This is an optimization exercise on Yosys and OpenROAD, whose aim is small area, not a production implementation. RTL that was checked went through simulation tests only; none was proved equivalent to the original.

==> job 6484: inputs <==
// fir
module fir (
    input  wire       clk,
    input  wire       rst_n,
    input  wire [3:0] din,
    output wire [3:0] dout
);
==> flow/config.mk <==
export PLATFORM = sky130hd
export DESIGN_NAME = fir
export DESIGN_NICKNAME = fir
export VERILOG_FILES = /design/flow/design.v
export SDC_FILE = /design/flow/constraint.sdc
export NUM_CORES = 4
export LEC_CHECK = 0
export CAP_MARGIN = 20
export CORE_MARGIN = 2
export CORE_UTILIZATION = 40
export CTS_BUF_LIST = sky130_fd_sc_hd__clkbuf_4 sky130_fd_sc_hd__clkbuf_8
export GPL_TIMING_DRIVEN = 0
export SLEW_MARGIN = 20
export SYNTH_HIERARCHICAL = 1
export SYNTH_MINIMUM_KEEP_SIZE = 0
==> flow/constraint.sdc <==
create_clock -name core_clock -period 10.0 [get_ports {clk}]
set_input_delay 2.0000 -clock core_clock [delete_from_list [all_inputs] [get_ports {clk}]]
set_output_delay 2.0000 -clock core_clock [all_outputs]
set_load 0.01 [all_outputs]
run.sh (not shown) runs the stock make flow with config.mk's settings and CLKGATE_MAP_FILE= SYNTH_SCRIPT=/design/flow/synth_recipe.tcl, a recipe that flattens the netlist after the stock synthesis.
==> inputs of job 9172, as changes to job 6484 <==
--- a/flow/design.v
+++ b/flow/design.v
@@ -112,15 +112,14 @@
 wire s186, s188, s19, s190, s192, s194, s196, s198, s200, s202, s204, s206;
 wire s208, s21, s210, s212, s215, s217, s219, s221, s223, s225, s227, s229;
 wire s23, s231, s233, s235, s237, s239, s243, s245, s247, s249, s25, s251;
 wire s253, s255, s257, s259, s261, s263, s265, s267, s269, s27, s272, s274;
 wire s276, s278, s280, s282, s284, s286, s29, s290, s292, s294, s296, s3;
-wire s300, s302, s304, s306, s308, s31, s310, s312, s314, s316, s318, s320;
-wire s322, s324, s326, s33, s35, s37, s39, s41, s43, s45, s47, s49;
-wire s5, s51, s53, s55, s57, s59, s61, s63, s65, s67, s69, s7;
-wire s71, s74, s76, s78, s80, s82, s84, s86, s89, s9, s91, s93;
-wire s95, s97, s99;
+wire s300, s302, s304, s31, s320, s322, s324, s326, s33, s35, s37, s39;
+wire s41, s43, s45, s47, s49, s5, s51, s53, s55, s57, s59, s61;
+wire s63, s65, s67, s69, s7, s71, s76, s78, s80, s82, s84, s86;
+wire s89, s9, s91, s93, s95, s97, s99;
 ha us1 (.a(sr2[0]), .b(sr22[0]), .s(s1), .co(c2));
 fa us3 (.a(sr2[1]), .b(sr22[1]), .c(c2), .s(s3), .co(c4));
 fa us5 (.a(sr2[2]), .b(sr22[2]), .c(c4), .s(s5), .co(c6));
 fa us7 (.a(sr2[3]), .b(sr22[3]), .c(c6), .s(s7), .co(c8));
 ha us9 (.a(sr6[0]), .b(sr18[0]), .s(s9), .co(c10));
@@ -154,11 +153,10 @@
 ha us65 (.a(c56), .b(c64), .s(s65), .co(c66));
 fa us67 (.a(sr3[0]), .b(sr21[0]), .c(s25), .s(s67), .co(c68));
 fa us69 (.a(sr25[0]), .b(s9), .c(s41), .s(s69), .co(c70));
 fa us71 (.a(s49), .b(s69), .c(din[0]), .s(s71), .co(c72));
 assign n73 = ~s71;
-assign s74 = ~(s67 ^ n73);
 assign c75 = s67 | n73;
 fa us76 (.a(sr3[1]), .b(sr21[1]), .c(s1), .s(s76), .co(c77));
 fa us78 (.a(s17), .b(s27), .c(c68), .s(s78), .co(c79));
 fa us80 (.a(s76), .b(s78), .c(c75), .s(s80), .co(c81));
 fa us82 (.a(sr25[1]), .b(s11), .c(s43), .s(s82), .co(c83));
@@ -279,23 +277,23 @@
 assign n298 = ~c285;
 assign n299 = ~c287;
 fa us300 (.a(n298), .b(n299), .c(c291), .s(s300), .co(c301));
 fa us302 (.a(sr12[3]), .b(c48), .c(c293), .s(s302), .co(c303));
 fa us304 (.a(s302), .b(c295), .c(c297), .s(s304), .co(c305));
-ha us306 (.a(n88), .b(s80), .s(s306), .co(c307));
-fa us308 (.a(n109), .b(c307), .c(s97), .s(s308), .co(c309));
-fa us310 (.a(n142), .b(s124), .c(c309), .s(s310), .co(c311));
-fa us312 (.a(n179), .b(s159), .c(c311), .s(s312), .co(c313));
-fa us314 (.a(n214), .b(s196), .c(c313), .s(s314), .co(c315));
-ha us316 (.a(s245), .b(c315), .s(s316), .co(c317));
-ha us318 (.a(c317), .b(s272), .s(s318), .co(c319));
+assign c307 = n88 & s80;
+assign c309 = (n109 & c307) | (n109 & s97) | (c307 & s97);
+assign c311 = (n142 & s124) | (n142 & c309) | (s124 & c309);
+assign c313 = (n179 & s159) | (n179 & c311) | (s159 & c311);
+assign c315 = (n214 & s196) | (n214 & c313) | (s196 & c313);
+assign c317 = s245 & c315;
+assign c319 = c317 & s272;
 fa us320 (.a(s282), .b(c319), .c(s290), .s(s320), .co(c321));
 fa us322 (.a(s296), .b(s300), .c(c321), .s(s322), .co(c323));
 fa us324 (.a(c301), .b(s304), .c(c323), .s(s324), .co(c325));
 fa us326 (.a(c303), .b(c305), .c(c325), .s(s326), .co(c327));
 wire [4:0] q = {c327, s326, s324, s322, s320};
-assign dout_nx = q[4] ? {1'b1, {3{q[3]}} | q[2:0]} : {1'b0, {3{q[3]}} & q[2:0]};
+assign dout_nx = {q[4], ({3{q[4]}} & {3{q[3]}}) | ({3{q[4]}} & q[2:0]) | ({3{q[3]}} & q[2:0])};
 assign dout = dout_r;
 endmodule
 module fa (input wire a, input wire b, input wire c, output wire s, output wire co);
 assign s = a ^ b ^ c;
 assign co = (a & b) | (a & c) | (b & c);
==> flow/flow/run.sh (new file) <==
#!/bin/bash
# Own layout flow: the standard ORFS flow (standard.sh, including its synthesis) with
#  - the smallest buffer on the data ports (every port still gets its buffer),
#  - one buf_8 as the reset input buffer (set before repair_design, so no reset buffer tree),
#  - no CTS dummy loads.
# Each make step's full log stays under orfs/logs/; make's own output goes to standard_flow.log.
set -euo pipefail
bash standard.sh \
  BUFFER_PORTS_ARGS="-buffer_cell sky130_fd_sc_hd__buf_1" \
  PRE_RESIZE_TCL="$PWD/flow/pre_resize.tcl" \
  CTS_ARGS="-sink_clustering_enable -repair_clock_nets -buf_list sky130_fd_sc_hd__clkbuf_8 -dont_use_dummy_load" \
  finish > standard_flow.log 2>&1
==> flow/flow/pre_resize.tcl (new file) <==
# Drive the reset net from its (strong) input buffer alone, instead of a weak
# input buffer followed by a tree of repair buffers.
set block [ord::get_db_block]
set master [[ord::get_db] findMaster sky130_fd_sc_hd__buf_8]
set net [$block findNet rst_n]
foreach iterm [$net getITerms] {
  set inst [$iterm getInst]
  if {[string match "sky130_fd_sc_hd__buf_*" [[$inst getMaster] getName]]} {
    puts "pre_resize: [$inst getName] -> sky130_fd_sc_hd__buf_8"
    $inst swapMaster $master
  }
}
==> flow/standard.sh (new file) <==
#!/bin/bash
# synth_recipe.tcl (not shown) runs the flow's synth.tcl, then flattens the netlist and writes it again
# the make line also repeats each setting of config.mk as NAME=value (left out here)
make -C /OpenROAD-flow-scripts/flow DESIGN_CONFIG=/design/flow/config.mk WORK_HOME=/design/flow/orfs CLKGATE_MAP_FILE= SYNTH_SCRIPT=/design/flow/synth_recipe.tcl "${@:-finish}"
==> flow/config.mk (replaced) <==
export PLATFORM = sky130hd
export DESIGN_NAME = fir
export DESIGN_NICKNAME = fir
export VERILOG_FILES = /design/flow/design.v
export SDC_FILE = /design/flow/constraint.sdc
export NUM_CORES = 4
export LEC_CHECK = 0
export CAP_MARGIN = 0
export CORE_MARGIN = 2
export CORE_UTILIZATION = 65
export GPL_TIMING_DRIVEN = 0
export SLEW_MARGIN = 0
export SYNTH_HIERARCHICAL = 1
export SYNTH_MINIMUM_KEEP_SIZE = 0
removed: flow/run.sh
==> inputs of job 4365, as changes to job 6484 <==
--- a/flow/design.v
+++ b/flow/design.v
@@ -112,15 +112,14 @@
 wire s186, s188, s19, s190, s192, s194, s196, s198, s200, s202, s204, s206;
 wire s208, s21, s210, s212, s215, s217, s219, s221, s223, s225, s227, s229;
 wire s23, s231, s233, s235, s237, s239, s243, s245, s247, s249, s25, s251;
 wire s253, s255, s257, s259, s261, s263, s265, s267, s269, s27, s272, s274;
 wire s276, s278, s280, s282, s284, s286, s29, s290, s292, s294, s296, s3;
-wire s300, s302, s304, s306, s308, s31, s310, s312, s314, s316, s318, s320;
-wire s322, s324, s326, s33, s35, s37, s39, s41, s43, s45, s47, s49;
-wire s5, s51, s53, s55, s57, s59, s61, s63, s65, s67, s69, s7;
-wire s71, s74, s76, s78, s80, s82, s84, s86, s89, s9, s91, s93;
-wire s95, s97, s99;
+wire s300, s302, s304, s31, s320, s322, s324, s326, s33, s35, s37, s39;
+wire s41, s43, s45, s47, s49, s5, s51, s53, s55, s57, s59, s61;
+wire s63, s65, s67, s69, s7, s71, s76, s78, s80, s82, s84, s86;
+wire s89, s9, s91, s93, s95, s97, s99;
 ha us1 (.a(sr2[0]), .b(sr22[0]), .s(s1), .co(c2));
 fa us3 (.a(sr2[1]), .b(sr22[1]), .c(c2), .s(s3), .co(c4));
 fa us5 (.a(sr2[2]), .b(sr22[2]), .c(c4), .s(s5), .co(c6));
 fa us7 (.a(sr2[3]), .b(sr22[3]), .c(c6), .s(s7), .co(c8));
 ha us9 (.a(sr6[0]), .b(sr18[0]), .s(s9), .co(c10));
@@ -154,11 +153,10 @@
 ha us65 (.a(c56), .b(c64), .s(s65), .co(c66));
 fa us67 (.a(sr3[0]), .b(sr21[0]), .c(s25), .s(s67), .co(c68));
 fa us69 (.a(sr25[0]), .b(s9), .c(s41), .s(s69), .co(c70));
 fa us71 (.a(s49), .b(s69), .c(din[0]), .s(s71), .co(c72));
 assign n73 = ~s71;
-assign s74 = ~(s67 ^ n73);
 assign c75 = s67 | n73;
 fa us76 (.a(sr3[1]), .b(sr21[1]), .c(s1), .s(s76), .co(c77));
 fa us78 (.a(s17), .b(s27), .c(c68), .s(s78), .co(c79));
 fa us80 (.a(s76), .b(s78), .c(c75), .s(s80), .co(c81));
 fa us82 (.a(sr25[1]), .b(s11), .c(s43), .s(s82), .co(c83));
@@ -279,17 +277,17 @@
 assign n298 = ~c285;
 assign n299 = ~c287;
 fa us300 (.a(n298), .b(n299), .c(c291), .s(s300), .co(c301));
 fa us302 (.a(sr12[3]), .b(c48), .c(c293), .s(s302), .co(c303));
 fa us304 (.a(s302), .b(c295), .c(c297), .s(s304), .co(c305));
-ha us306 (.a(n88), .b(s80), .s(s306), .co(c307));
-fa us308 (.a(n109), .b(c307), .c(s97), .s(s308), .co(c309));
-fa us310 (.a(n142), .b(s124), .c(c309), .s(s310), .co(c311));
-fa us312 (.a(n179), .b(s159), .c(c311), .s(s312), .co(c313));
-fa us314 (.a(n214), .b(s196), .c(c313), .s(s314), .co(c315));
-ha us316 (.a(s245), .b(c315), .s(s316), .co(c317));
-ha us318 (.a(c317), .b(s272), .s(s318), .co(c319));
+assign c307 = n88 & s80;
+assign c309 = (n109 & c307) | (n109 & s97) | (c307 & s97);
+assign c311 = (n142 & s124) | (n142 & c309) | (s124 & c309);
+assign c313 = (n179 & s159) | (n179 & c311) | (s159 & c311);
+assign c315 = (n214 & s196) | (n214 & c313) | (s196 & c313);
+assign c317 = s245 & c315;
+assign c319 = c317 & s272;
 fa us320 (.a(s282), .b(c319), .c(s290), .s(s320), .co(c321));
 fa us322 (.a(s296), .b(s300), .c(c321), .s(s322), .co(c323));
 fa us324 (.a(c301), .b(s304), .c(c323), .s(s324), .co(c325));
 fa us326 (.a(c303), .b(c305), .c(c325), .s(s326), .co(c327));
 wire [4:0] q = {c327, s326, s324, s322, s320};
==> flow/flow/run.sh (new file) <==
#!/bin/bash
# Own layout flow: the standard ORFS flow (standard.sh) with smaller port buffers
# and no CTS dummy loads. Everything else, including synthesis, is the standard flow.
set -euo pipefail
bash standard.sh \
  BUFFER_PORTS_ARGS="-buffer_cell sky130_fd_sc_hd__buf_1" \
  CTS_ARGS="-sink_clustering_enable -repair_clock_nets -buf_list sky130_fd_sc_hd__clkbuf_8 -dont_use_dummy_load" \
  finish > standard_flow.log 2>&1
==> flow/standard.sh (new file) <==
#!/bin/bash
# synth_recipe.tcl (not shown) runs the flow's synth.tcl, then flattens the netlist and writes it again
# the make line also repeats each setting of config.mk as NAME=value (left out here)
make -C /OpenROAD-flow-scripts/flow DESIGN_CONFIG=/design/flow/config.mk WORK_HOME=/design/flow/orfs CLKGATE_MAP_FILE= SYNTH_SCRIPT=/design/flow/synth_recipe.tcl "${@:-finish}"
==> flow/config.mk (replaced) <==
export PLATFORM = sky130hd
export DESIGN_NAME = fir
export DESIGN_NICKNAME = fir
export VERILOG_FILES = /design/flow/design.v
export SDC_FILE = /design/flow/constraint.sdc
export NUM_CORES = 4
export LEC_CHECK = 0
export CAP_MARGIN = 0
export CORE_MARGIN = 2
export CORE_UTILIZATION = 80
export GPL_TIMING_DRIVEN = 0
export SLEW_MARGIN = 0
export SYNTH_HIERARCHICAL = 1
export SYNTH_MINIMUM_KEEP_SIZE = 0
removed: flow/run.sh
==> comparison table <==
                                                              job 4365  job 6484  job 9172
Run status                                    timing/DRC/antenna clean  timing/DRC/antenna clean  timing/DRC/antenna clean
Avg WL per Cell                                               27.64 um  21.37 um  23.85 um
Global-route wire length before repair                        17.90 mm  17.75 mm  16.57 mm
Height of the die                                             89.15 um  125.1 um  98.47 um
DR vias                                                          2,450     2,248     2,208
Met3 Wirelength                                                 724 um    400 um    263 um
Share of synthesized area occupied by flip-flops and latches    0.4717    0.4668    0.4717
Post-synthesis compound-gate area fraction                    0.006040         0  0.006040
Placed instance area                                          6000 um2  6211 um2  5981 um2
Area used by multi-input combinational logic                  3008 um2  3058 um2  3008 um2
No functional check of the RTL was part of job 6484 and job 4365.

[separate check: timing with driven ports]
Ports are ideal in the flow. The routed layouts listed here were re-timed in OpenROAD. Step 1 sets driving cells, clkbuf_16 on the clock port and buf_2 on the other inputs (assumed; they add their load-dependent delay and slew). Step 2 moves the port delays by t, midway between the first and last clock arrival at a register: inputs arrive t later, outputs are due t later. That takes back most of the time a late clock gives input paths. Three values: ideal ports, drivers, drivers and shift; two values: the first two.
run	shift t [ns]	setup slack, ns	worst hold slack (ns)	worst setup path at the end	cell pins on the clock port's net
job 6484	0.418	1.491 / 1.503 / 1.085	0.357 / 0.357 / 0.357	input to register	1
job 9172	0.390	1.600 / 1.600 / 1.514	0.342 / 0.342 / 0.342	input to register	1
job 4365	0.396	1.459 / 1.459 / 1.432	0.341 / 0.341 / 0.341	input to register	1
After both steps every run listed still meets setup and hold. The setup slack of job 6484, which loses most, moves by +0.012 ns with the drivers and by -0.406 ns with both steps.
